From an optimization exercise on the open Yosys and OpenROAD flow, aimed at small area, a short achievable clock period and few clock cycles per item; shortcuts taken in it are not production practice. No run shown here included a check of the RTL's function; only the layout flow was run.

==> flow/design.v, too long to show whole: its modules and the start of the top module <==
// module f32_mult: 132 lines
// module f32_mult_mul24: 1119 lines
// module f32_mult_fa: 7 lines
module f32_mult (
  input logic clk, rst_n,
  input logic [31:0] a, b,
  input logic start,
  output logic done,
  output logic [31:0] p
);
  // ...
==> flow/flow/run.sh <==
#!/bin/bash
# The standard layout, with the input/output port buffers made from plain
# buf cells (buffer_ports otherwise picks a slow delay cell for them).
set -euo pipefail
bash standard.sh "BUFFER_PORTS_ARGS=-buffer_cell sky130_fd_sc_hd__buf_4" finish > standard_flow.log 2>&1
==> flow/standard.sh <==
#!/bin/bash
# synth_recipe.tcl (not shown) runs the flow's synth.tcl, then flattens the netlist and writes it again
# the make line also repeats each setting of config.mk as NAME=value (left out here)
make -C /OpenROAD-flow-scripts/flow DESIGN_CONFIG=/design/flow/config.mk WORK_HOME=/design/flow/orfs CLKGATE_MAP_FILE= SYNTH_SCRIPT=/design/flow/synth_recipe.tcl "${@:-finish}"
==> flow/config.mk <==
export PLATFORM = sky130hd
export DESIGN_NAME = f32_mult
export DESIGN_NICKNAME = f32_mult
export VERILOG_FILES = /design/flow/design.v
export SDC_FILE = /design/flow/constraint.sdc
export NUM_CORES = 4
export LEC_CHECK = 0
export ABC_AREA = 1
export CAP_MARGIN = 20
export CORE_MARGIN = 2
export CORE_UTILIZATION = 40
export PLACE_DENSITY = 0.75
export SETUP_SLACK_MARGIN = 1.5
export SLEW_MARGIN = 20
export SYNTH_HIERARCHICAL = 1
export SYNTH_MINIMUM_KEEP_SIZE = 0
==> flow/constraint.sdc <==
create_clock -name core_clock -period 12.0 [get_ports {clk}]
set_input_delay 2.4000 -clock core_clock [delete_from_list [all_inputs] [get_ports {clk}]]
set_output_delay 2.4000 -clock core_clock [all_outputs]
set_load 0.01 [all_outputs]
==> flow_summary.json, run 1 <==
{
  "yosysMostFrequentCell": "nand2_1",
  "synth_cell_types": 62,
  "ioPinCount": 100,
  "synth_common_cells": "637 x nand2_1, 322 x inv_1, 289 x xor2_1",
  "tns_ns": 0,
  "seq_cells": 33,
  "cts_sinks": 33,
  "path_class": "in2reg",
  "startpoint": "b[10]",
  "clkbuf_count": 5,
  "grt_max_degree": 56,
  "grt_overflow": 0,
  "status": "no timing/DRC/antenna violations",
  "arrival_ns": 10.79,
  "synthAdderAreaFrac": 0.335,
  "avgRoutedWirePerCell_um": 22.0,
  "fp.coreArea_um2": 53500,
  "gr-usage-met2": 0.441,
  "relSlewSlack": 0.247,
  "multi_input_area_um2": 19300,
  "yosysSeqAreaShare": 0.0309,
  "grt_pass1_wl_mm": 123,
  "period_share": 0.881,
  "drive_gt1_frac": 0.178,
  "n_antenna_cell": 1
}
==> module f32_mult, before the edit <==
module f32_mult (
  input logic clk, rst_n,
  input logic [31:0] a, b,
  input logic start,
  output logic done,
  output logic [31:0] p
);
function automatic logic [4:0] lzc24(input logic [23:0] x);
  lzc24 = 5'd23;
  for (int i = 0; i < 24; i++)
    if (x[i]) lzc24 = 5'(23 - i);
endfunction
function automatic logic [4:0] tzc24(input logic [23:0] x);
  tzc24 = 5'd23;
  for (int i = 23; i >= 0; i--)
    if (x[i]) tzc24 = 5'(i);
endfunction
logic s_r;
logic a_ez, b_ez, a_fz, b_fz, a_emax, b_emax;
logic a_nan, b_nan, a_inf, b_inf, a_zero, b_zero, a_den, b_den;
assign s_r    = a[31] ^ b[31];
assign a_ez   = (a[30:23] == 8'h00);
assign b_ez   = (b[30:23] == 8'h00);
assign a_fz   = (a[22:0] == 23'h0);
assign b_fz   = (b[22:0] == 23'h0);
assign a_emax = (a[30:23] == 8'hFF);
assign b_emax = (b[30:23] == 8'hFF);
assign a_nan  = a_emax & ~a_fz;
assign b_nan  = b_emax & ~b_fz;
assign a_inf  = a_emax & a_fz;
assign b_inf  = b_emax & b_fz;
assign a_zero = a_ez & a_fz;
assign b_zero = b_ez & b_fz;
assign a_den  = a_ez & ~a_fz;
assign b_den  = b_ez & ~b_fz;
logic [23:0] m_a, m_b;
logic [8:0] x_sum;
assign m_a = {~a_ez, a[22:0]};
assign m_b = {~b_ez, b[22:0]};
assign x_sum = {1'b0, a[30:24], a[23] | a_ez} + {1'b0, b[30:24], b[23] | b_ez};
logic [47:0] prod;
f32_mult_mul24 u_mul (.x(m_a), .y(m_b), .prod(prod));
logic [5:0] lz, tz;             
logic nr;                       
logic [9:0] c_sh;               
logic [5:0] sh;                 
logic [8:0] e_base;
assign lz = {1'b0, lzc24(a_ez ? m_a : m_b)};
assign tz = {1'b0, tzc24(m_a)} + {1'b0, tzc24(m_b)};
assign c_sh = 10'd151 - {1'b0, x_sum};
assign nr = {1'b0, x_sum} >= 10'd128 + {4'b0, lz};
assign e_base = x_sum - 9'd128 - {3'b0, lz};
always_comb begin
  if (nr)
    sh = 6'd23 - lz;
  else if (c_sh[9:6] != 4'd0)
    sh = 6'd63;
  else
    sh = c_sh[5:0];
end
logic [25:0] win;
logic top;
logic [23:0] mant;
logic guard, sticky, round_up;
logic [8:0] e1, e2;
logic [8:0] e_pre;
logic ovf;
logic [30:0] rounded;
logic [3:0] d0, d1, d2;
logic [95:0] v0;
logic [40:0] v1;
logic [28:0] v2;
assign d0 = 4'b1 << sh[1:0];
assign d1 = 4'b1 << sh[3:2];
assign d2 = 4'b1 << sh[5:4];
assign v0 = {47'b0, prod, 1'b0};
always_comb begin
  for (int i = 0; i < 41; i++)
    v1[i] = (d2[0] & v0[i]) | (d2[1] & v0[i + 16]) | (d2[2] & v0[i + 32]) | (d2[3] & v0[i + 48]);
  for (int i = 0; i < 29; i++)
    v2[i] = (d1[0] & v1[i]) | (d1[1] & v1[i + 4]) | (d1[2] & v1[i + 8]) | (d1[3] & v1[i + 12]);
  for (int i = 0; i < 26; i++)
    win[i] = (d0[0] & v2[i]) | (d0[1] & v2[i + 1]) | (d0[2] & v2[i + 2]) | (d0[3] & v2[i + 3]);
end
assign top = win[25];
assign e1 = e_base + 9'd1;
assign e2 = e_base + 9'd2;
always_comb begin
  if (top) begin
    mant = win[25:2];
    guard = win[1];
    sticky = {1'b0, tz} < {1'b0, sh};
  end else begin
    mant = win[24:1];
    guard = win[0];
    sticky = {1'b0, tz} + 7'd1 < {1'b0, sh};
  end
  if (!nr)
    e_pre = {8'b0, mant[23]};
  else if (top)
    e_pre = e2;
  else
    e_pre = e1;
  ovf = nr & (e_pre >= 9'd255);
  round_up = guard & (sticky | mant[0]);
  rounded = {e_pre[7:0], mant[22:0]} + {30'h0, round_up};
end
logic [31:0] result;
always_comb begin
  if (a_nan)
    result = {s_r, 8'hFF, 1'b1, a[21:0]};
  else if (b_nan)
    result = {s_r, 8'hFF, 1'b1, b[21:0]};
  else if ((a_inf | b_inf) & (a_zero | b_zero))
    result = {s_r, 8'hFF, 1'b1, 22'h0};
  else if (a_inf | b_inf)
    result = {s_r, 8'hFF, 23'h0};
  else if (a_zero | b_zero | (a_den & b_den))
    result = {s_r, 31'h0};
  else if (ovf)
    result = {s_r, 8'hFF, 23'h0};
  else
    result = {s_r, rounded};
end
always_ff @(posedge clk)
  p <= result;
always_ff @(posedge clk or negedge rst_n)
  if (!rst_n)
    done <= 1'b0;
  else
    done <= start;
endmodule
==> run 2: changes to the inputs <==
--- a/flow/design.v
+++ b/flow/design.v
@@ -61,16 +61,18 @@
 logic [25:0] win;
 logic top;
 logic [23:0] mant;
 logic guard, sticky, round_up;
 logic [8:0] e1, e2;
 logic [8:0] e_pre;
 logic ovf;
 logic [30:0] rounded;
+logic [22:0] ones;
+logic [8:0] e_pre1;
 logic [3:0] d0, d1, d2;
 logic [95:0] v0;
 logic [40:0] v1;
 logic [28:0] v2;
 assign d0 = 4'b1 << sh[1:0];
 assign d1 = 4'b1 << sh[3:2];
 assign d2 = 4'b1 << sh[5:4];
 assign v0 = {47'b0, prod, 1'b0};
@@ -91,25 +93,43 @@
     guard = win[1];
     sticky = {1'b0, tz} < {1'b0, sh};
   end else begin
     mant = win[24:1];
     guard = win[0];
     sticky = {1'b0, tz} + 7'd1 < {1'b0, sh};
   end
   if (!nr)
+    e_pre1 = {8'b0, mant[23]} + 9'd1;
+  else if (top)
+    e_pre1 = e2 + 9'd1;
+  else
+    e_pre1 = e1 + 9'd1;
+  if (!nr)
     e_pre = {8'b0, mant[23]};
   else if (top)
     e_pre = e2;
   else
     e_pre = e1;
   ovf = nr & (e_pre >= 9'd255);
-  round_up = guard & (sticky | mant[0]);
-  rounded = {e_pre[7:0], mant[22:0]} + {30'h0, round_up};
 end
+logic [22:0] po [0:5];
+always_comb begin
+  po[0] = mant[22:0];
+  for (int l = 0; l < 5; l++)
+    for (int i = 0; i < 23; i++)
+      if ((i >> l) & 1)
+        po[l + 1][i] = po[l][i] & po[l][((i >> l) << l) - 1];
+      else
+        po[l + 1][i] = po[l][i];
+  ones = po[5];
+end
+assign round_up = guard & (sticky | mant[0]);
+assign rounded = {(round_up & ones[22]) ? e_pre1[7:0] : e_pre[7:0],
+                  mant[22:0] ^ ({ones[21:0], 1'b1} & {23{round_up}})};
 logic [31:0] result;
 always_comb begin
   if (a_nan)
     result = {s_r, 8'hFF, 1'b1, a[21:0]};
   else if (b_nan)
     result = {s_r, 8'hFF, 1'b1, b[21:0]};
   else if ((a_inf | b_inf) & (a_zero | b_zero))
     result = {s_r, 8'hFF, 1'b1, 22'h0};
@@ -951,307 +971,475 @@
   assign cp5 = p0[11] & p0[10];
   logic cg6, cp6;
   assign cg6 = g0[13] | (p0[13] & g0[12]);
   assign cp6 = p0[13] & p0[12];
   logic cg7, cp7;
   assign cg7 = g0[15] | (p0[15] & g0[14]);
   assign cp7 = p0[15] & p0[14];
   logic cg8, cp8;
-  assign cg8 = g0[17] | (p0[17] & g0[16]);
-  assign cp8 = p0[17] & p0[16];
+  assign cg8 = g0[2] | (p0[2] & cg0);
+  assign cp8 = p0[2] & cp0;
   logic cg9, cp9;
-  assign cg9 = g0[19] | (p0[19] & g0[18]);
-  assign cp9 = p0[19] & p0[18];
+  assign cg9 = cg1 | (cp1 & cg0);
+  assign cp9 = cp1 & cp0;
   logic cg10, cp10;
-  assign cg10 = g0[21] | (p0[21] & g0[20]);
-  assign cp10 = p0[21] & p0[20];
+  assign cg10 = g0[6] | (p0[6] & cg2);
+  assign cp10 = p0[6] & cp2;
   logic cg11, cp11;
-  assign cg11 = g0[23] | (p0[23] & g0[22]);
-  assign cp11 = p0[23] & p0[22];
+  assign cg11 = cg3 | (cp3 & cg2);
+  assign cp11 = cp3 & cp2;
   logic cg12, cp12;
-  assign cg12 = g0[25] | (p0[25] & g0[24]);
-  assign cp12 = p0[25] & p0[24];
+  assign cg12 = g0[10] | (p0[10] & cg4);
+  assign cp12 = p0[10] & cp4;
   logic cg13, cp13;
-  assign cg13 = g0[27] | (p0[27] & g0[26]);
-  assign cp13 = p0[27] & p0[26];
+  assign cg13 = cg5 | (cp5 & cg4);
+  assign cp13 = cp5 & cp4;
   logic cg14, cp14;
-  assign cg14 = g0[29] | (p0[29] & g0[28]);
-  assign cp14 = p0[29] & p0[28];
+  assign cg14 = g0[14] | (p0[14] & cg6);
+  assign cp14 = p0[14] & cp6;
   logic cg15, cp15;
-  assign cg15 = g0[31] | (p0[31] & g0[30]);
-  assign cp15 = p0[31] & p0[30];
+  assign cg15 = cg7 | (cp7 & cg6);
+  assign cp15 = cp7 & cp6;
   logic cg16, cp16;
-  assign cg16 = g0[33] | (p0[33] & g0[32]);
-  assign cp16 = p0[33] & p0[32];
+  assign cg16 = g0[4] | (p0[4] & cg9);
+  assign cp16 = p0[4] & cp9;
   logic cg17, cp17;
-  assign cg17 = g0[35] | (p0[35] & g0[34]);
-  assign cp17 = p0[35] & p0[34];
+  assign cg17 = cg2 | (cp2 & cg9);
+  assign cp17 = cp2 & cp9;
   logic cg18, cp18;
-  assign cg18 = g0[37] | (p0[37] & g0[36]);
-  assign cp18 = p0[37] & p0[36];
+  assign cg18 = cg10 | (cp10 & cg9);
+  assign cp18 = cp10 & cp9;
   logic cg19, cp19;
-  assign cg19 = g0[39] | (p0[39] & g0[38]);
-  assign cp19 = p0[39] & p0[38];
+  assign cg19 = cg11 | (cp11 & cg9);
+  assign cp19 = cp11 & cp9;
   logic cg20, cp20;
-  assign cg20 = g0[41] | (p0[41] & g0[40]);
-  assign cp20 = p0[41] & p0[40];
+  assign cg20 = g0[12] | (p0[12] & cg13);
+  assign cp20 = p0[12] & cp13;
   logic cg21, cp21;
-  assign cg21 = g0[43] | (p0[43] & g0[42]);
-  assign cp21 = p0[43] & p0[42];
+  assign cg21 = cg6 | (cp6 & cg13);
+  assign cp21 = cp6 & cp13;
   logic cg22, cp22;
-  assign cg22 = g0[45] | (p0[45] & g0[44]);
-  assign cp22 = p0[45] & p0[44];
+  assign cg22 = cg14 | (cp14 & cg13);
+  assign cp22 = cp14 & cp13;
   logic cg23, cp23;
-  assign cg23 = g0[47] | (p0[47] & g0[46]);
-  assign cp23 = p0[47] & p0[46];
+  assign cg23 = cg15 | (cp15 & cg13);
+  assign cp23 = cp15 & cp13;
   logic cg24, cp24;
-  assign cg24 = cg1 | (cp1 & cg0);
-  assign cp24 = cp1 & cp0;
+  assign cg24 = g0[8] | (p0[8] & cg19);
+  assign cp24 = p0[8] & cp19;
   logic cg25, cp25;
-  assign cg25 = cg3 | (cp3 & cg2);
-  assign cp25 = cp3 & cp2;
+  assign cg25 = cg4 | (cp4 & cg19);
+  assign cp25 = cp4 & cp19;
   logic cg26, cp26;
-  assign cg26 = cg5 | (cp5 & cg4);
-  assign cp26 = cp5 & cp4;
+  assign cg26 = cg12 | (cp12 & cg19);
+  assign cp26 = cp12 & cp19;
   logic cg27, cp27;
-  assign cg27 = cg7 | (cp7 & cg6);
-  assign cp27 = cp7 & cp6;
+  assign cg27 = cg13 | (cp13 & cg19);
+  assign cp27 = cp13 & cp19;
   logic cg28, cp28;
-  assign cg28 = cg9 | (cp9 & cg8);
-  assign cp28 = cp9 & cp8;
+  assign cg28 = cg20 | (cp20 & cg19);
+  assign cp28 = cp20 & cp19;
   logic cg29, cp29;
-  assign cg29 = cg11 | (cp11 & cg10);
-  assign cp29 = cp11 & cp10;
+  assign cg29 = cg21 | (cp21 & cg19);
+  assign cp29 = cp21 & cp19;
   logic cg30, cp30;
-  assign cg30 = cg13 | (cp13 & cg12);
-  assign cp30 = cp13 & cp12;
+  assign cg30 = cg22 | (cp22 & cg19);
+  assign cp30 = cp22 & cp19;
   logic cg31, cp31;
-  assign cg31 = cg15 | (cp15 & cg14);
-  assign cp31 = cp15 & cp14;
+  assign cg31 = cg23 | (cp23 & cg19);
+  assign cp31 = cp23 & cp19;
   logic cg32, cp32;
-  assign cg32 = cg17 | (cp17 & cg16);
-  assign cp32 = cp17 & cp16;
+  assign cg32 = g0[16] | (p0[16] & cg31);
+  assign cp32 = p0[16] & cp31;
   logic cg33, cp33;
-  assign cg33 = cg19 | (cp19 & cg18);
-  assign cp33 = cp19 & cp18;
+  assign cg33 = g0[18] | (p0[18] & g0[17]);
+  assign cp33 = p0[18] & p0[17];
   logic cg34, cp34;
-  assign cg34 = cg21 | (cp21 & cg20);
-  assign cp34 = cp21 & cp20;
+  assign cg34 = g0[20] | (p0[20] & g0[19]);
+  assign cp34 = p0[20] & p0[19];
   logic cg35, cp35;
-  assign cg35 = cg23 | (cp23 & cg22);
-  assign cp35 = cp23 & cp22;
+  assign cg35 = g0[22] | (p0[22] & g0[21]);
+  assign cp35 = p0[22] & p0[21];
   logic cg36, cp36;
-  assign cg36 = cg25 | (cp25 & cg24);
-  assign cp36 = cp25 & cp24;
+  assign cg36 = g0[24] | (p0[24] & g0[23]);
+  assign cp36 = p0[24] & p0[23];
   logic cg37, cp37;
-  assign cg37 = cg27 | (cp27 & cg26);
-  assign cp37 = cp27 & cp26;
+  assign cg37 = g0[26] | (p0[26] & g0[25]);
+  assign cp37 = p0[26] & p0[25];
   logic cg38, cp38;
-  assign cg38 = cg29 | (cp29 & cg28);
-  assign cp38 = cp29 & cp28;
+  assign cg38 = g0[28] | (p0[28] & g0[27]);
+  assign cp38 = p0[28] & p0[27];
   logic cg39, cp39;
-  assign cg39 = cg31 | (cp31 & cg30);
-  assign cp39 = cp31 & cp30;
+  assign cg39 = g0[30] | (p0[30] & g0[29]);
+  assign cp39 = p0[30] & p0[29];
   logic cg40, cp40;
-  assign cg40 = cg33 | (cp33 & cg32);
-  assign cp40 = cp33 & cp32;
+  assign cg40 = g0[32] | (p0[32] & g0[31]);
+  assign cp40 = p0[32] & p0[31];
   logic cg41, cp41;
-  assign cg41 = cg35 | (cp35 & cg34);
-  assign cp41 = cp35 & cp34;
+  assign cg41 = g0[34] | (p0[34] & g0[33]);
+  assign cp41 = p0[34] & p0[33];
   logic cg42, cp42;
-  assign cg42 = cg37 | (cp37 & cg36);
-  assign cp42 = cp37 & cp36;
+  assign cg42 = g0[36] | (p0[36] & g0[35]);
+  assign cp42 = p0[36] & p0[35];
   logic cg43, cp43;
-  assign cg43 = cg39 | (cp39 & cg38);
-  assign cp43 = cp39 & cp38;
+  assign cg43 = g0[38] | (p0[38] & g0[37]);
+  assign cp43 = p0[38] & p0[37];
   logic cg44, cp44;
-  assign cg44 = cg41 | (cp41 & cg40);
-  assign cp44 = cp41 & cp40;
+  assign cg44 = g0[40] | (p0[40] & g0[39]);
+  assign cp44 = p0[40] & p0[39];
   logic cg45, cp45;
-  assign cg45 = cg43 | (cp43 & cg42);
-  assign cp45 = cp43 & cp42;
+  assign cg45 = g0[42] | (p0[42] & g0[41]);
+  assign cp45 = p0[42] & p0[41];
   logic cg46, cp46;
-  assign cg46 = cg44 | (cp44 & cg45);
-  assign cp46 = cp44 & cp45;
+  assign cg46 = g0[44] | (p0[44] & g0[43]);
+  assign cp46 = p0[44] & p0[43];
   logic cg47, cp47;
-  assign cg47 = cg38 | (cp38 & cg42);
-  assign cp47 = cp38 & cp42;
+  assign cg47 = g0[46] | (p0[46] & g0[45]);
+  assign cp47 = p0[46] & p0[45];
   logic cg48, cp48;
-  assign cg48 = cg40 | (cp40 & cg45);
-  assign cp48 = cp40 & cp45;
+  assign cg48 = g0[48] | (p0[48] & g0[47]);
+  assign cp48 = p0[48] & p0[47];
   logic cg49, cp49;
-  assign cg49 = cg26 | (cp26 & cg36);
-  assign cp49 = cp26 & cp36;
+  assign cg49 = g0[19] | (p0[19] & cg33);
+  assign cp49 = p0[19] & cp33;
   logic cg50, cp50;
-  assign cg50 = cg28 | (cp28 & cg42);
-  assign cp50 = cp28 & cp42;
+  assign cg50 = cg34 | (cp34 & cg33);
+  assign cp50 = cp34 & cp33;
   logic cg51, cp51;
-  assign cg51 = cg30 | (cp30 & cg47);
-  assign cp51 = cp30 & cp47;
+  assign cg51 = g0[23] | (p0[23] & cg35);
+  assign cp51 = p0[23] & cp35;
   logic cg52, cp52;
-  assign cg52 = cg32 | (cp32 & cg45);
-  assign cp52 = cp32 & cp45;
+  assign cg52 = cg36 | (cp36 & cg35);
+  assign cp52 = cp36 & cp35;
   logic cg53, cp53;
-  assign cg53 = cg34 | (cp34 & cg48);
-  assign cp53 = cp34 & cp48;
+  assign cg53 = g0[27] | (p0[27] & cg37);
+  assign cp53 = p0[27] & cp37;
   logic cg54, cp54;
-  assign cg54 = cg2 | (cp2 & cg24);
-  assign cp54 = cp2 & cp24;
+  assign cg54 = cg38 | (cp38 & cg37);
+  assign cp54 = cp38 & cp37;
   logic cg55, cp55;
-  assign cg55 = cg4 | (cp4 & cg36);
-  assign cp55 = cp4 & cp36;
+  assign cg55 = g0[31] | (p0[31] & cg39);
+  assign cp55 = p0[31] & cp39;
   logic cg56, cp56;
-  assign cg56 = cg6 | (cp6 & cg49);
-  assign cp56 = cp6 & cp49;
+  assign cg56 = cg40 | (cp40 & cg39);
+  assign cp56 = cp40 & cp39;
   logic cg57, cp57;
-  assign cg57 = cg8 | (cp8 & cg42);
-  assign cp57 = cp8 & cp42;
+  assign cg57 = g0[35] | (p0[35] & cg41);
+  assign cp57 = p0[35] & cp41;
   logic cg58, cp58;
-  assign cg58 = cg10 | (cp10 & cg50);
-  assign cp58 = cp10 & cp50;
+  assign cg58 = cg42 | (cp42 & cg41);
+  assign cp58 = cp42 & cp41;
   logic cg59, cp59;
-  assign cg59 = cg12 | (cp12 & cg47);
-  assign cp59 = cp12 & cp47;
+  assign cg59 = g0[39] | (p0[39] & cg43);
+  assign cp59 = p0[39] & cp43;
   logic cg60, cp60;
-  assign cg60 = cg14 | (cp14 & cg51);
-  assign cp60 = cp14 & cp51;
+  assign cg60 = cg44 | (cp44 & cg43);
+  assign cp60 = cp44 & cp43;
   logic cg61, cp61;
-  assign cg61 = cg16 | (cp16 & cg45);
-  assign cp61 = cp16 & cp45;
+  assign cg61 = g0[43] | (p0[43] & cg45);
+  assign cp61 = p0[43] & cp45;
   logic cg62, cp62;
-  assign cg62 = cg18 | (cp18 & cg52);
-  assign cp62 = cp18 & cp52;
+  assign cg62 = cg46 | (cp46 & cg45);
+  assign cp62 = cp46 & cp45;
   logic cg63, cp63;
-  assign cg63 = cg20 | (cp20 & cg48);
-  assign cp63 = cp20 & cp48;
+  assign cg63 = g0[47] | (p0[47] & cg47);
+  assign cp63 = p0[47] & cp47;
   logic cg64, cp64;
-  assign cg64 = cg22 | (cp22 & cg53);
-  assign cp64 = cp22 & cp53;
+  assign cg64 = cg48 | (cp48 & cg47);
+  assign cp64 = cp48 & cp47;
   logic cg65, cp65;
-  assign cg65 = g0[2] | (p0[2] & cg0);
-  assign cp65 = p0[2] & cp0;
+  assign cg65 = g0[21] | (p0[21] & cg50);
+  assign cp65 = p0[21] & cp50;
   logic cg66, cp66;
-  assign cg66 = g0[4] | (p0[4] & cg24);
-  assign cp66 = p0[4] & cp24;
+  assign cg66 = cg35 | (cp35 & cg50);
+  assign cp66 = cp35 & cp50;
   logic cg67, cp67;
-  assign cg67 = g0[6] | (p0[6] & cg54);
-  assign cp67 = p0[6] & cp54;
+  assign cg67 = cg51 | (cp51 & cg50);
+  assign cp67 = cp51 & cp50;
   logic cg68, cp68;
-  assign cg68 = g0[8] | (p0[8] & cg36);
-  assign cp68 = p0[8] & cp36;
+  assign cg68 = cg52 | (cp52 & cg50);
+  assign cp68 = cp52 & cp50;
   logic cg69, cp69;
-  assign cg69 = g0[10] | (p0[10] & cg55);
-  assign cp69 = p0[10] & cp55;
+  assign cg69 = g0[29] | (p0[29] & cg54);
+  assign cp69 = p0[29] & cp54;
   logic cg70, cp70;
-  assign cg70 = g0[12] | (p0[12] & cg49);
-  assign cp70 = p0[12] & cp49;
+  assign cg70 = cg39 | (cp39 & cg54);
+  assign cp70 = cp39 & cp54;
   logic cg71, cp71;
-  assign cg71 = g0[14] | (p0[14] & cg56);
-  assign cp71 = p0[14] & cp56;
+  assign cg71 = cg55 | (cp55 & cg54);
+  assign cp71 = cp55 & cp54;
   logic cg72, cp72;
-  assign cg72 = g0[16] | (p0[16] & cg42);
-  assign cp72 = p0[16] & cp42;
+  assign cg72 = cg56 | (cp56 & cg54);
+  assign cp72 = cp56 & cp54;
   logic cg73, cp73;
-  assign cg73 = g0[18] | (p0[18] & cg57);
-  assign cp73 = p0[18] & cp57;
+  assign cg73 = g0[37] | (p0[37] & cg58);
+  assign cp73 = p0[37] & cp58;
   logic cg74, cp74;
-  assign cg74 = g0[20] | (p0[20] & cg50);
-  assign cp74 = p0[20] & cp50;
+  assign cg74 = cg43 | (cp43 & cg58);
+  assign cp74 = cp43 & cp58;
   logic cg75, cp75;
-  assign cg75 = g0[22] | (p0[22] & cg58);
-  assign cp75 = p0[22] & cp58;
+  assign cg75 = cg59 | (cp59 & cg58);
+  assign cp75 = cp59 & cp58;
   logic cg76, cp76;
-  assign cg76 = g0[24] | (p0[24] & cg47);
-  assign cp76 = p0[24] & cp47;
+  assign cg76 = cg60 | (cp60 & cg58);
+  assign cp76 = cp60 & cp58;
   logic cg77, cp77;
-  assign cg77 = g0[26] | (p0[26] & cg59);
-  assign cp77 = p0[26] & cp59;
+  assign cg77 = g0[45] | (p0[45] & cg62);
+  assign cp77 = p0[45] & cp62;
   logic cg78, cp78;
-  assign cg78 = g0[28] | (p0[28] & cg51);
-  assign cp78 = p0[28] & cp51;
+  assign cg78 = cg47 | (cp47 & cg62);
+  assign cp78 = cp47 & cp62;
   logic cg79, cp79;
-  assign cg79 = g0[30] | (p0[30] & cg60);
-  assign cp79 = p0[30] & cp60;
+  assign cg79 = cg63 | (cp63 & cg62);
+  assign cp79 = cp63 & cp62;
   logic cg80, cp80;
-  assign cg80 = g0[32] | (p0[32] & cg45);
-  assign cp80 = p0[32] & cp45;
+  assign cg80 = cg64 | (cp64 & cg62);
+  assign cp80 = cp64 & cp62;
   logic cg81, cp81;
-  assign cg81 = g0[34] | (p0[34] & cg61);
-  assign cp81 = p0[34] & cp61;
+  assign cg81 = g0[25] | (p0[25] & cg68);
+  assign cp81 = p0[25] & cp68;
   logic cg82, cp82;
-  assign cg82 = g0[36] | (p0[36] & cg52);
-  assign cp82 = p0[36] & cp52;
+  assign cg82 = cg37 | (cp37 & cg68);
+  assign cp82 = cp37 & cp68;
   logic cg83, cp83;
-  assign cg83 = g0[38] | (p0[38] & cg62);
-  assign cp83 = p0[38] & cp62;
+  assign cg83 = cg53 | (cp53 & cg68);
+  assign cp83 = cp53 & cp68;
   logic cg84, cp84;
-  assign cg84 = g0[40] | (p0[40] & cg48);
-  assign cp84 = p0[40] & cp48;
+  assign cg84 = cg54 | (cp54 & cg68);
+  assign cp84 = cp54 & cp68;
   logic cg85, cp85;
-  assign cg85 = g0[42] | (p0[42] & cg63);
-  assign cp85 = p0[42] & cp63;
+  assign cg85 = cg69 | (cp69 & cg68);
+  assign cp85 = cp69 & cp68;
   logic cg86, cp86;
-  assign cg86 = g0[44] | (p0[44] & cg53);
-  assign cp86 = p0[44] & cp53;
+  assign cg86 = cg70 | (cp70 & cg68);
+  assign cp86 = cp70 & cp68;
   logic cg87, cp87;
-  assign cg87 = g0[46] | (p0[46] & cg64);
-  assign cp87 = p0[46] & cp64;
+  assign cg87 = cg71 | (cp71 & cg68);
+  assign cp87 = cp71 & cp68;
   logic cg88, cp88;
-  assign cg88 = g0[48] | (p0[48] & cg46);
-  assign cp88 = p0[48] & cp46;
+  assign cg88 = cg72 | (cp72 & cg68);
+  assign cp88 = cp72 & cp68;
+  logic cg89, cp89;
+  assign cg89 = g0[41] | (p0[41] & cg76);
+  assign cp89 = p0[41] & cp76;
+  logic cg90, cp90;
+  assign cg90 = cg45 | (cp45 & cg76);
+  assign cp90 = cp45 & cp76;
+  logic cg91, cp91;
+  assign cg91 = cg61 | (cp61 & cg76);
+  assign cp91 = cp61 & cp76;
+  logic cg92, cp92;
+  assign cg92 = cg62 | (cp62 & cg76);
+  assign cp92 = cp62 & cp76;
+  logic cg93, cp93;
+  assign cg93 = cg77 | (cp77 & cg76);
+  assign cp93 = cp77 & cp76;
+  logic cg94, cp94;
+  assign cg94 = cg78 | (cp78 & cg76);
+  assign cp94 = cp78 & cp76;
+  logic cg95, cp95;
+  assign cg95 = cg79 | (cp79 & cg76);
+  assign cp95 = cp79 & cp76;
+  logic cg96, cp96;
+  assign cg96 = cg80 | (cp80 & cg76);
+  assign cp96 = cp80 & cp76;
+  logic cg97, cp97;
+  assign cg97 = g0[33] | (p0[33] & cg88);
+  assign cp97 = p0[33] & cp88;
+  logic cg98, cp98;
+  assign cg98 = cg41 | (cp41 & cg88);
+  assign cp98 = cp41 & cp88;
+  logic cg99, cp99;
+  assign cg99 = cg57 | (cp57 & cg88);
+  assign cp99 = cp57 & cp88;
+  logic cg100, cp100;
+  assign cg100 = cg58 | (cp58 & cg88);
+  assign cp100 = cp58 & cp88;
+  logic cg101, cp101;
+  assign cg101 = cg73 | (cp73 & cg88);
+  assign cp101 = cp73 & cp88;
+  logic cg102, cp102;
+  assign cg102 = cg74 | (cp74 & cg88);
+  assign cp102 = cp74 & cp88;
+  logic cg103, cp103;
+  assign cg103 = cg75 | (cp75 & cg88);
+  assign cp103 = cp75 & cp88;
+  logic cg104, cp104;
+  assign cg104 = cg76 | (cp76 & cg88);
+  assign cp104 = cp76 & cp88;
+  logic cg105, cp105;
+  assign cg105 = cg89 | (cp89 & cg88);
+  assign cp105 = cp89 & cp88;
+  logic cg106, cp106;
+  assign cg106 = cg90 | (cp90 & cg88);
+  assign cp106 = cp90 & cp88;
+  logic cg107, cp107;
+  assign cg107 = cg91 | (cp91 & cg88);
+  assign cp107 = cp91 & cp88;
+  logic cg108, cp108;
+  assign cg108 = cg92 | (cp92 & cg88);
+  assign cp108 = cp92 & cp88;
+  logic cg109, cp109;
+  assign cg109 = cg93 | (cp93 & cg88);
+  assign cp109 = cp93 & cp88;
+  logic cg110, cp110;
+  assign cg110 = cg94 | (cp94 & cg88);
+  assign cp110 = cp94 & cp88;
+  logic cg111, cp111;
+  assign cg111 = cg95 | (cp95 & cg88);
+  assign cp111 = cp95 & cp88;
+  logic cg112, cp112;
+  assign cg112 = cg96 | (cp96 & cg88);
+  assign cp112 = cp96 & cp88;
+  logic cg113, cp113;
+  assign cg113 = g0[17] | (p0[17] & cg32);
+  assign cp113 = p0[17] & cp32;
+  logic cg114, cp114;
+  assign cg114 = cg33 | (cp33 & cg32);
+  assign cp114 = cp33 & cp32;
+  logic cg115, cp115;
+  assign cg115 = cg49 | (cp49 & cg32);
+  assign cp115 = cp49 & cp32;
+  logic cg116, cp116;
+  assign cg116 = cg50 | (cp50 & cg32);
+  assign cp116 = cp50 & cp32;
+  logic cg117, cp117;
+  assign cg117 = cg65 | (cp65 & cg32);
+  assign cp117 = cp65 & cp32;
+  logic cg118, cp118;
+  assign cg118 = cg66 | (cp66 & cg32);
+  assign cp118 = cp66 & cp32;
+  logic cg119, cp119;
+  assign cg119 = cg67 | (cp67 & cg32);
+  assign cp119 = cp67 & cp32;
+  logic cg120, cp120;
+  assign cg120 = cg68 | (cp68 & cg32);
+  assign cp120 = cp68 & cp32;
+  logic cg121, cp121;
+  assign cg121 = cg81 | (cp81 & cg32);
+  assign cp121 = cp81 & cp32;
+  logic cg122, cp122;
+  assign cg122 = cg82 | (cp82 & cg32);
+  assign cp122 = cp82 & cp32;
+  logic cg123, cp123;
+  assign cg123 = cg83 | (cp83 & cg32);
+  assign cp123 = cp83 & cp32;
+  logic cg124, cp124;
+  assign cg124 = cg84 | (cp84 & cg32);
+  assign cp124 = cp84 & cp32;
+  logic cg125, cp125;
+  assign cg125 = cg85 | (cp85 & cg32);
+  assign cp125 = cp85 & cp32;
+  logic cg126, cp126;
+  assign cg126 = cg86 | (cp86 & cg32);
+  assign cp126 = cp86 & cp32;
+  logic cg127, cp127;
+  assign cg127 = cg87 | (cp87 & cg32);
+  assign cp127 = cp87 & cp32;
+  logic cg128, cp128;
+  assign cg128 = cg88 | (cp88 & cg32);
+  assign cp128 = cp88 & cp32;
+  logic cg129, cp129;
+  assign cg129 = cg97 | (cp97 & cg32);
+  assign cp129 = cp97 & cp32;
+  logic cg130, cp130;
+  assign cg130 = cg98 | (cp98 & cg32);
+  assign cp130 = cp98 & cp32;
+  logic cg131, cp131;
+  assign cg131 = cg99 | (cp99 & cg32);
+  assign cp131 = cp99 & cp32;
+  logic cg132, cp132;
+  assign cg132 = cg100 | (cp100 & cg32);
+  assign cp132 = cp100 & cp32;
+  logic cg133, cp133;
+  assign cg133 = cg101 | (cp101 & cg32);
+  assign cp133 = cp101 & cp32;
+  logic cg134, cp134;
+  assign cg134 = cg102 | (cp102 & cg32);
+  assign cp134 = cp102 & cp32;
+  logic cg135, cp135;
+  assign cg135 = cg103 | (cp103 & cg32);
+  assign cp135 = cp103 & cp32;
+  logic cg136, cp136;
+  assign cg136 = cg104 | (cp104 & cg32);
+  assign cp136 = cp104 & cp32;
+  logic cg137, cp137;
+  assign cg137 = cg105 | (cp105 & cg32);
+  assign cp137 = cp105 & cp32;
+  logic cg138, cp138;
+  assign cg138 = cg106 | (cp106 & cg32);
+  assign cp138 = cp106 & cp32;
+  logic cg139, cp139;
+  assign cg139 = cg107 | (cp107 & cg32);
+  assign cp139 = cp107 & cp32;
+  logic cg140, cp140;
+  assign cg140 = cg108 | (cp108 & cg32);
+  assign cp140 = cp108 & cp32;
+  logic cg141, cp141;
+  assign cg141 = cg109 | (cp109 & cg32);
+  assign cp141 = cp109 & cp32;
+  logic cg142, cp142;
+  assign cg142 = cg110 | (cp110 & cg32);
+  assign cp142 = cp110 & cp32;
+  logic cg143, cp143;
+  assign cg143 = cg111 | (cp111 & cg32);
+  assign cp143 = cp111 & cp32;
+  logic cg144, cp144;
+  assign cg144 = cg112 | (cp112 & cg32);
+  assign cp144 = cp112 & cp32;
   assign sum[0] = p0[0];
   assign sum[1] = p0[1] ^ g0[0];
   assign sum[2] = p0[2] ^ cg0;
-  assign sum[3] = p0[3] ^ cg65;
-  assign sum[4] = p0[4] ^ cg24;
-  assign sum[5] = p0[5] ^ cg66;
-  assign sum[6] = p0[6] ^ cg54;
-  assign sum[7] = p0[7] ^ cg67;
-  assign sum[8] = p0[8] ^ cg36;
-  assign sum[9] = p0[9] ^ cg68;
-  assign sum[10] = p0[10] ^ cg55;
-  assign sum[11] = p0[11] ^ cg69;
-  assign sum[12] = p0[12] ^ cg49;
-  assign sum[13] = p0[13] ^ cg70;
-  assign sum[14] = p0[14] ^ cg56;
-  assign sum[15] = p0[15] ^ cg71;
-  assign sum[16] = p0[16] ^ cg42;
-  assign sum[17] = p0[17] ^ cg72;
-  assign sum[18] = p0[18] ^ cg57;
-  assign sum[19] = p0[19] ^ cg73;
-  assign sum[20] = p0[20] ^ cg50;
-  assign sum[21] = p0[21] ^ cg74;
-  assign sum[22] = p0[22] ^ cg58;
-  assign sum[23] = p0[23] ^ cg75;
-  assign sum[24] = p0[24] ^ cg47;
-  assign sum[25] = p0[25] ^ cg76;
-  assign sum[26] = p0[26] ^ cg59;
-  assign sum[27] = p0[27] ^ cg77;
-  assign sum[28] = p0[28] ^ cg51;
-  assign sum[29] = p0[29] ^ cg78;
-  assign sum[30] = p0[30] ^ cg60;
-  assign sum[31] = p0[31] ^ cg79;
-  assign sum[32] = p0[32] ^ cg45;
-  assign sum[33] = p0[33] ^ cg80;
-  assign sum[34] = p0[34] ^ cg61;
-  assign sum[35] = p0[35] ^ cg81;
-  assign sum[36] = p0[36] ^ cg52;
-  assign sum[37] = p0[37] ^ cg82;
-  assign sum[38] = p0[38] ^ cg62;
-  assign sum[39] = p0[39] ^ cg83;
-  assign sum[40] = p0[40] ^ cg48;
-  assign sum[41] = p0[41] ^ cg84;
-  assign sum[42] = p0[42] ^ cg63;
-  assign sum[43] = p0[43] ^ cg85;
-  assign sum[44] = p0[44] ^ cg53;
-  assign sum[45] = p0[45] ^ cg86;
-  assign sum[46] = p0[46] ^ cg64;
-  assign sum[47] = p0[47] ^ cg87;
-  assign sum[48] = p0[48] ^ cg46;
+  assign sum[3] = p0[3] ^ cg8;
+  assign sum[4] = p0[4] ^ cg9;
+  assign sum[5] = p0[5] ^ cg16;
+  assign sum[6] = p0[6] ^ cg17;
+  assign sum[7] = p0[7] ^ cg18;
+  assign sum[8] = p0[8] ^ cg19;
+  assign sum[9] = p0[9] ^ cg24;
+  assign sum[10] = p0[10] ^ cg25;
+  assign sum[11] = p0[11] ^ cg26;
+  assign sum[12] = p0[12] ^ cg27;
+  assign sum[13] = p0[13] ^ cg28;
+  assign sum[14] = p0[14] ^ cg29;
+  assign sum[15] = p0[15] ^ cg30;
+  assign sum[16] = p0[16] ^ cg31;
+  assign sum[17] = p0[17] ^ cg32;
+  assign sum[18] = p0[18] ^ cg113;
+  assign sum[19] = p0[19] ^ cg114;
+  assign sum[20] = p0[20] ^ cg115;
+  assign sum[21] = p0[21] ^ cg116;
+  assign sum[22] = p0[22] ^ cg117;
+  assign sum[23] = p0[23] ^ cg118;
+  assign sum[24] = p0[24] ^ cg119;
+  assign sum[25] = p0[25] ^ cg120;
+  assign sum[26] = p0[26] ^ cg121;
+  assign sum[27] = p0[27] ^ cg122;
+  assign sum[28] = p0[28] ^ cg123;
+  assign sum[29] = p0[29] ^ cg124;
+  assign sum[30] = p0[30] ^ cg125;
+  assign sum[31] = p0[31] ^ cg126;
+  assign sum[32] = p0[32] ^ cg127;
+  assign sum[33] = p0[33] ^ cg128;
+  assign sum[34] = p0[34] ^ cg129;
+  assign sum[35] = p0[35] ^ cg130;
+  assign sum[36] = p0[36] ^ cg131;
+  assign sum[37] = p0[37] ^ cg132;
+  assign sum[38] = p0[38] ^ cg133;
+  assign sum[39] = p0[39] ^ cg134;
+  assign sum[40] = p0[40] ^ cg135;
+  assign sum[41] = p0[41] ^ cg136;
+  assign sum[42] = p0[42] ^ cg137;
+  assign sum[43] = p0[43] ^ cg138;
+  assign sum[44] = p0[44] ^ cg139;
+  assign sum[45] = p0[45] ^ cg140;
+  assign sum[46] = p0[46] ^ cg141;
+  assign sum[47] = p0[47] ^ cg142;
+  assign sum[48] = p0[48] ^ cg143;
   assign prod = ~sum[48:1];
 endmodule
 module f32_mult_fa (
   input  logic a, b, c,
   output logic s, co
 );
   assign s = a ^ b ^ c;
   assign co = (a & b) | (a & c) | (b & c);
==> run 2 against run 1 <==
Compared with the run above:
- highest routed layer unchanged
- non-clock buffer count down 68
- via count down 2.7%
- synthesized cell count up 2.5%
- global-route usage down 1.5 points
- still clean on timing, DRC and antenna
- cell area down 3.2%
- critical path type unchanged
==> flow_summary.json, run 2 <==
{
  "endpoint_kind": "flip-flop",
  "final_cell_mix": "773 x nand2_1, 324 x inv_1, 285 x xor2_1, 265 x fa_1, 209 x o22ai_1",
  "hold_viol_final": 0,
  "setup_ws_ns": 1.78,
  "yosysSeqAreaShare": 0.0299,
  "yosysTopAreaCellShare": 0.239,
  "grt_pass1_vias": 21200,
  "yosysMostFrequentCell": "nand2_1",
  "start_util": 0.404,
  "drc": 0,
  "crit_top_cell": "nand2_1",
  "synth_edf_count": 0,
  "antenna_found_initial": 0,
  "maxCapViolations": 0,
  "rsz0062_at_grt": "false",
  "arrival_ns": 10.41,
  "dr.pass1.iters": 6,
  "tns_ns": 0,
  "ys_warn_count": 8,
  "largest_reg_flops": 32,
  "fillers": 5627,
  "grt_pass1_wl_mm": 120,
  "yosys_register_bits": 33,
  "place_ws_ns": 1.12,
  "dp_hpwl_mm": 61.5,
  "largestRegisters": "p: 32 flops, done: 1 flops",
  "ioPinCount": 100,
  "regMostFlops": "p",
  "htree_levels": 2,
  "clock-root-buffer": "clkbuf_16",
  "n_antenna_cell": 0,
  "setup_viol": 0,
  "worst_pin_slew_ns": 1.01,
  "gp_congestion": 1.01,
  "grt_overflow": 0,
  "area_growth_pct": 7.16,
  "layout_commonest_cell": "nand2_1",
  "die_h_um": 240,
  "cts_tree": "yes",
  "grt_usage": 0.266,
  "drt_wl_total_mm": 78.9,
  "min_period_ns": 10.22,
  "die_w_um": 240,
  "synthTopCellsByArea": "fa_1 24%, nand2_1 13%, xor2_1 11%, ha_1 6.9%, o22ai_1 5.9%",
  "drt-initial-drc-count": 2748,
  "portBuffers": 99,
  "clock_path_buffers": 2,
  "synthCells": 3117,
  "viasPerCell": 5.83,
  "grt_max_degree": 46,
  "rows": 86,
  "avgRoutedWirePerCell_um": 20.3,
  "syn-num-nets": 3572,
  "syn_avg_cell_area_um2": 7.14,
  "fp.coreArea_um2": 55100,
  "cpPeakStageDelay_ns": 0.67,
  "cp_max_fo": 20,
  "ctsHoldBuffers": 0,
  "nNetsFinal": 3596,
  "yosys.area.top_type": "fa_1",
  "synth_cell_types": 65,
  "cp.required_ns": 12.20,
  "synth-async-reset-ratio": 0.0303,
  "cts_buffers": 5,
  "relSlewSlack": 0.325,
  "hold_class": "in2async",
  "ant_nets": 0,
  "startpoint_type": "input pin",
  "fmax_ghz": 0.0979,
  "syn_area_um2": 22300,
  "die_area_um2": 57500,
  "path_class": "in2reg",
  "status": "no timing/DRC/antenna violations",
  "clkSlewWorstSetupHoldPaths_ns": 0.06,
  "period_share": 0.851,
  "synth_common_cells": "784 x nand2_1, 327 x inv_1, 285 x xor2_1",
  "synth_ff_type": "dfxtp_1",
  "drive_gt1_frac": 0.139,
  "cts_sinks": 33,
  "vias": 22700,
  "critPathSlowestCell": "inv_1",
  "final_max_slew_viol_count": 0
}
run 2: cell count changes after synthesis, moves of 27 or more:
cell	previous run	this run
clkbuf_1	105	31
o22ai_2	0	69
nor2_1	215	180
nand2_1	637	784
o22ai_1	277	209
nand4_1	105	78
run 2: repair_timing:
action	CTS	global route
setup endpoints to repair	10	31
resized for setup	3	39
cloned	1	2
buffers inserted	0	19
pin swaps	1	7
run 2: kinds of logic (layout without fill, tap and decap cells):
family / count (synthesis) / count (layout) / synth area share
AOI/OAI and AO/OA: 512 / 512 / 0.158
xor gates and xnor gates: 317 / 317 / 0.126
adders and majority gates: 388 / 388 / 0.308
buffers and inverters: 542 / 565 / 0.113
DFF: 33 / 33 / 0.0299
and+or+nand+nor: 1325 / 1327 / 0.265
run 2: final cells by class:
cell class / count / area, um2 / area share
clock buffer: 8 / 136 / 0.00572
tap: 748 / 936 / 0.0393
timing repair buffer: 198 / 1530 / 0.0643
inverter: 358 / 1370 / 0.0572
timing repair inverter: 1 / 5.00 / 0.000210
sequential: 33 / 666 / 0.0279
multi-input combinational: 2544 / 19200 / 0.805
run 2: routing by layer:
layer,part of all wire,GRT usage,vias up
met5,0,0,-
met4,0.062,0.138,0
met3,0.11,0.0565,311
met2,0.45,0.430,1459
met1,0.38,0.335,10700
li1,-,-,10200
run 2: worst paths after layout:
check | start | endpoint
max | a[7] | p[18]
min | rst_n | done
max in group asynchronous | rst_n | done
min in group core_clock | start | done
run 2: stage by stage:
step	cells	hold WS [ns]	util	instance area (um2)
2_1_floorplan	3117	2.10	-	22300
3_3_place_gp	3860	2.18	0.424	23400
3_5_place_dp	3860	2.18	0.424	23400
4_1_cts	3869	1.87	0.427	23500
5_1_grt	3890	1.86	0.433	23800
6_report	3890	1.87	0.433	23800
run 2: critical path, delay by kind of cell:
family	cells	cell delay, ns
AOI/OAI and AO/OA	5	1.01
xor gates and xnor gates	2	0.35
adders and majority gates	6	2.81
buffers and inverters	7	1.54
and+or+nand+nor	17	2.26
run 2: per-module statistics from Yosys (local to each module, per instance):
| module | copies in the design | cells |
|---|---|---|
| f32_mult_fa | 257 | 1 |
| f32_mult | 1 | 1460 |
| f32_mult_mul24 | 1 | 1400 |
==> run 3: changes to the inputs <==
--- a/flow/config.mk
+++ b/flow/config.mk
@@ -12,3 +12,3 @@
 export PLACE_DENSITY = 0.75
-export SETUP_SLACK_MARGIN = 1.5
+export SETUP_SLACK_MARGIN = 1.2
 export SLEW_MARGIN = 20
==> run 3 against run 2 <==
Compared with the run above:
- still clean
- via count is 0.56% lower
- critical path depth rose by 4
- global-route usage fell by 0.082 points
- worst setup slack lost 0.22 ns
- wire length fell by 0.91%
- die area unchanged
- clock-buffer cell count unchanged
- non-clock buffer count fell by 19
- fmax is 2.1% lower
- cell count is 0.54% lower
- critical path type unchanged
- highest routed layer unchanged
==> flow_summary.json, run 3 <==
{
  "status": "no timing/DRC/antenna violations",
  "drc": 0,
  "fp.coreArea_um2": 55100,
  "cts_sinks": 33,
  "seqCellArea_um2": 666,
  "grt_pass1_wl_mm": 120,
  "yosysSeqAreaShare": 0.0299,
  "fmax_ghz": 0.0958,
  "rows": 86,
  "hold_viol_final": 0,
  "fillers": 5666,
  "hold_slack_ns": 1.87,
  "postCtsSetupRepairBufs": 0,
  "cts_buffers": 5,
  "drive_gt1_frac": 0.129,
  "synthCells": 3117,
  "nNetsFinal": 3575,
  "yosys_register_bits": 33,
  "synth-async-reset-ratio": 0.0303,
  "die_h_um": 240,
  "htree_levels": 2,
  "drt_wl_total_mm": 78.1,
  "period_share": 0.870,
  "synth_common_cells": "784 x nand2_1, 327 x inv_1, 285 x xor2_1",
  "clkSlewWorstSetupHoldPaths_ns": 0.06,
  "die_w_um": 240,
  "clock-root-buffer": "clkbuf_16",
  "tns_ns": 0,
  "die_area_um2": 57500,
  "avgRoutedWirePerCell_um": 20.2,
  "start_util": 0.404,
  "yosysTopAreaCellShare": 0.239,
  "final_max_slew_viol_count": 0,
  "critPathSlowestCell": "fa_1",
  "cpPeakStageDelay_ns": 0.55,
  "yosys.area.top_type": "fa_1",
  "grt_overflow": 0,
  "setup_viol": 0,
  "synthTopCellsByArea": "fa_1 24%, nand2_1 13%, xor2_1 11%, ha_1 6.9%, o22ai_1 5.9%",
  "synth_ff_type": "dfxtp_1",
  "cts_resized": 0,
  "path_class": "in2reg",
  "endpoint_kind": "flip-flop",
  "clock_path_buffers": 2,
  "gp_congestion": 1.01,
  "grt_pass1_vias": 21200,
  "final_cell_mix": "778 x nand2_1, 327 x inv_1, 285 x xor2_1, 266 x fa_1, 209 x o22ai_1",
  "layout_commonest_cell": "nand2_1",
  "cp_max_fo": 18,
  "syn_area_um2": 22300,
  "n_antenna_cell": 0,
  "area_growth_pct": 5.88,
  "antenna_found_initial": 0,
  "multi_input_area_um2": 19100,
  "drt-initial-drc-count": 2534,
  "grt_max_degree": 46,
  "ioPinCount": 100,
  "yosysMostFrequentCell": "nand2_1",
  "cp.required_ns": 12.19,
  "regMostFlops": "p",
  "dr.pass1.iters": 7,
  "dp_hpwl_mm": 61.5,
  "rsz0062_at_grt": "true",
  "synth_cell_types": 65,
  "min_period_ns": 10.44,
  "syn-num-nets": 3572,
  "grt_usage": 0.265,
  "worst_pin_slew_ns": 1.08,
  "hold_class": "in2async",
  "vias": 22600,
  "viasPerCell": 5.83,
  "portBuffers": 99,
  "startpoint_type": "input pin",
  "crit_top_cell": "nand2_1",
  "synth_edf_count": 0,
  "relSlewSlack": 0.277,
  "ys_warn_count": 8,
  "ant_nets": 0,
  "maxCapViolations": 0,
  "ctsHoldBuffers": 0,
  "largestRegisters": "p: 32 flops, done: 1 flops",
  "largest_reg_flops": 32,
  "syn_avg_cell_area_um2": 7.14,
  "critPathBufInv": 7,
  "critPathTopFamily": "simple AND/OR/NAND/NOR gates",
  "arrival_ns": 10.63,
  "cts_tree": "yes"
}
-- run 3: cell types whose count changed in the layout (fill, tap and decap cells not counted), sizes merged --
cell,previous run,this run
clkinv,5,6
nor2,227,226
clkinvlp,5,0
buf,198,179
inv,349,352
-- run 3: worst paths after layout --
| check | start | to | cells past startpoint |
|---|---|---|---|
| worst max-delay path | b[3] | p[18] | 41 |
| worst min-delay path | rst_n | done | 1 |
| max in group asynchronous | rst_n | done | 1 |
| min in group core_clock | start | done | 1 |
-- run 3: modules after synthesis, one instance, submodules excluded --
module | cells inside | area, um2
f32_mult | 1460 | 7920
f32_mult_fa | 1 | 20.0
f32_mult_mul24 | 1400 | 9190
-- run 3: logic make-up (layout without fill, tap and decap cells) --
group,Yosys count,in the layout,share of synthesized area
AO/OA/AOI/OAI,512,512,0.158
XOR/XNOR,317,317,0.126
adder cells (fa/ha/maj),388,388,0.308
buffers and inverters,542,545,0.113
flip-flops,33,33,0.0299
AND/OR/NAND/NOR,1325,1326,0.265
-- run 3: area by class of cell --
class,instances,area share
clock buffer,8,0.00579
multi-input combinational,2543,0.812
inverter,358,0.0572
tap,748,0.0397
sequential,33,0.0283
timing repair buffer,179,0.0570
-- run 3: per-stage QoR --
stage / std cells / instance area (um2) / util / worst slack (ns)
global route: 3869 / 23600 / 0.428 / 1.14
CTS: 3868 / 23500 / 0.427 / 1.40
detailed placement: 3860 / 23400 / 0.424 / 1.12
global placement: 3860 / 23400 / 0.424 / 1.23
finish: 3869 / 23600 / 0.428 / 1.56
floorplan: 3117 / 22300 / - / 3.06
-- run 3: layer usage --
metal / up-vias / track usage / wire length, um
met1: 10600 / 0.334 / 29700
li1: 10200 / - / -
met2: 1437 / 0.429 / 35200
met4: 0 / 0.137 / 4790
met3: 303 / 0.0561 / 8520
met5: - / 0 / 0
==> run 4: changes to the inputs <==
--- a/flow/config.mk
+++ b/flow/config.mk
@@ -12,3 +12,3 @@
 export PLACE_DENSITY = 0.75
-export SETUP_SLACK_MARGIN = 1.2
+export SETUP_SLACK_MARGIN = 1.8
 export SLEW_MARGIN = 20
==> run 4 against run 3 <==
Compared with the run above:
- sequential share of layout area is 0.091 points lower
- sequential cell count stayed put
- still clean
- largest cell class unchanged
- first-iteration DRC count is 12% higher
- clock-buffer cell count stayed put
==> flow_summary.json, run 4 <==
{
  "synth_cell_types": 65,
  "fp.coreArea_um2": 55100,
  "yosysTopAreaCellShare": 0.239,
  "largestRegisters": "p: 32 flops, done: 1 flops",
  "die_w_um": 240,
  "clock_path_buffers": 2,
  "die_area_um2": 57500,
  "design_area_um2": 24300,
  "dp_hpwl_mm": 61.5,
  "final_max_slew_viol_count": 0,
  "yosys_register_bits": 33,
  "hold_class": "in2async",
  "htree_levels": 2,
  "regMostFlops": "p",
  "grt_overflow": 0,
  "drc": 0,
  "arrival_ns": 10.20,
  "synth_edf_count": 0,
  "grt_usage": 0.267,
  "synthTopCellsByArea": "fa_1 24%, nand2_1 13%, xor2_1 11%, ha_1 6.9%, o22ai_1 5.9%",
  "cp_max_fo": 15,
  "endpoint_kind": "flip-flop",
  "die_h_um": 240,
  "start_util": 0.404,
  "critPathBufInv": 5,
  "yosys.area.top_type": "fa_1",
  "syn_avg_cell_area_um2": 7.14,
  "gp_congestion": 1.01,
  "n_antenna_cell": 0,
  "nNetsFinal": 3626,
  "worst_pin_slew_ns": 0.964,
  "tns_ns": 0,
  "grt_pass1_vias": 21300,
  "hold_viol_final": 0,
  "cts_sinks": 33,
  "syn_area_um2": 22300,
  "rows": 86,
  "ant_nets": 0,
  "antenna_found_initial": 0,
  "synth_ff_type": "dfxtp_1",
  "critPathTopFamily": "adder cells",
  "vias": 22800,
  "cts_buffers": 5,
  "maxCapViolations": 0,
  "rsz0062_at_grt": "false",
  "path_class": "in2reg",
  "startpoint_type": "input pin",
  "yosysSeqAreaShare": 0.0299,
  "setup_viol": 0,
  "period_share": 0.833,
  "cpPeakStageDelay_ns": 0.58,
  "layout_commonest_cell": "nand2_1",
  "clkSlewWorstSetupHoldPaths_ns": 0.06,
  "fillers": 5558,
  "grt_pass1_wl_mm": 120,
  "drive_gt1_frac": 0.156,
  "yosysMostFrequentCell": "nand2_1",
  "final_cell_mix": "767 x nand2_1, 317 x inv_1, 285 x xor2_1, 263 x fa_1, 208 x o22ai_1",
  "grt_max_degree": 46,
  "crit_top_cell": "nand2_1",
  "drt_wl_total_mm": 80.3,
  "critPathSlowestCell": "inv_1",
  "ys_warn_count": 8,
  "area_growth_pct": 9.40,
  "synth-async-reset-ratio": 0.0303,
  "relSlewSlack": 0.356,
  "viasPerCell": 5.83,
  "status": "no timing/DRC/antenna violations",
  "portBuffers": 99,
  "min_period_ns": 9.99,
  "syn-num-nets": 3572,
  "synthCells": 3117,
  "cp.required_ns": 12.20,
  "clock-root-buffer": "clkbuf_16",
  "ioPinCount": 100,
  "fmax_ghz": 0.100,
  "dpl-instance-area_um2": 23400,
  "drt-initial-drc-count": 2838,
  "largest_reg_flops": 32,
  "avgRoutedWirePerCell_um": 20.5,
  "synth_common_cells": "784 x nand2_1, 327 x inv_1, 285 x xor2_1",
  "dr.pass1.iters": 6,
  "cts_tree": "yes"
}
[run 4: what timing repair did]
item / 4_1_cts / 5_1_grt
setup buffers: 0 / 45
pin swaps: 1 / 29
resized for setup: 14 / 87
gates cloned: 1 / 6
endpoints found under the setup margin: 30 / 31
hold buffers: 0 / 0
[run 4: logic make-up after synthesis]
family	count (synthesis)	share of synthesized area
AOI/OAI and AO/OA	512	0.158
DFF	33	0.0299
buffers and inverters	542	0.113
adders and majority gates	388	0.308
xor gates and xnor gates	317	0.126
and+or+nand+nor	1325	0.265
[run 4: metrics by stage]
stage / hold slack [ns] / setup WS (ns) / cells / util
after floorplan: 2.10 / 3.06 / 3117 / -
after global routing: 1.86 / 1.67 / 3920 / 0.442
after detailed placement: 2.18 / 1.12 / 3860 / 0.424
final: 1.87 / 2.01 / 3920 / 0.442
after global placement: 2.18 / 1.23 / 3860 / 0.424
after CTS: 1.87 / 1.81 / 3869 / 0.428
[run 4: worst max path at each step]
stage,to,cells past startpoint,startpoint,slack (ns)
after floorplan,p[29],41,b[7],3.06
after CTS,p[18],41,b[3],1.81
final,p[19],37,a[9],2.01
after detailed placement,p[18],42,b[9],1.12
after global routing,p[24],45,b[15],1.67
after global placement,p[18],42,b[9],1.23
[run 4: area by class of cell]
type	instances	area, um2	share of cell area
clock buffer	8	136	0.00560
inverter	358	1400	0.0573
multi-input combinational	2546	19400	0.797
sequential	33	666	0.0273
tap	748	936	0.0384
timing repair buffer	224	1800	0.0738
timing repair inverter	3	15.0	0.000617
[run 4: Yosys stat by module (local to each module, per instance)]
module	times used	cell area, um2
f32_mult_mul24	1	9190
f32_mult	1	7920
f32_mult_fa	257	20.0
[run 4: layer usage]
metal / GRT usage / up-vias / share of wire
li1: - / 10300 / -
met1: 0.336 / 10700 / 0.38
met2: 0.431 / 1533 / 0.45
met3: 0.0567 / 302 / 0.11
met4: 0.136 / 0 / 0.060
met5: 0 / - / 0

==> port drivers added, routing unchanged <==
No port has a modelled driver above. Below, the same layouts with a new extraction and two added sets of constraints. Step 1 (the two cells are an assumption about what drives the block):
set clk [get_ports {clk}]
set_driving_cell -lib_cell sky130_fd_sc_hd__clkbuf_16 $clk
set_driving_cell -lib_cell sky130_fd_sc_hd__buf_2 [delete_from_list [all_inputs] $clk]
Step 2 times the ports against the registers' clock, not the clock port: input delays grow and output delays shrink by t, the midpoint of the rising clock arrivals with the driver on. Slacks: ideal / step 1 / step 2; pairs: ideal / step 1.
| run | t (ns) | slack for setup (ns) | hold WS [ns] | latest minus earliest clock arrival (ns) |
|---|---|---|---|---|
| run 1 | 0.317 | 1.427 / 1.417 / 1.101 | 1.879 / 1.872 / 2.189 | 0.009 / 0.009 |
| run 2 | 0.328 | 1.784 / 1.800 / 1.472 | 1.872 / 1.855 / 2.183 | 0.008 / 0.008 |
| run 3 | 0.328 | 1.561 / 1.575 / 1.248 | 1.869 / 1.854 / 2.182 | 0.010 / 0.009 |
| run 4 | 0.329 | 2.006 / 2.023 / 1.695 | 1.869 / 1.853 / 2.182 | 0.009 / 0.009 |
After both steps setup and hold are still met in every run listed. The setup slack of run 1, which loses most, moves by -0.010 ns with the drivers and by -0.326 ns with both steps.
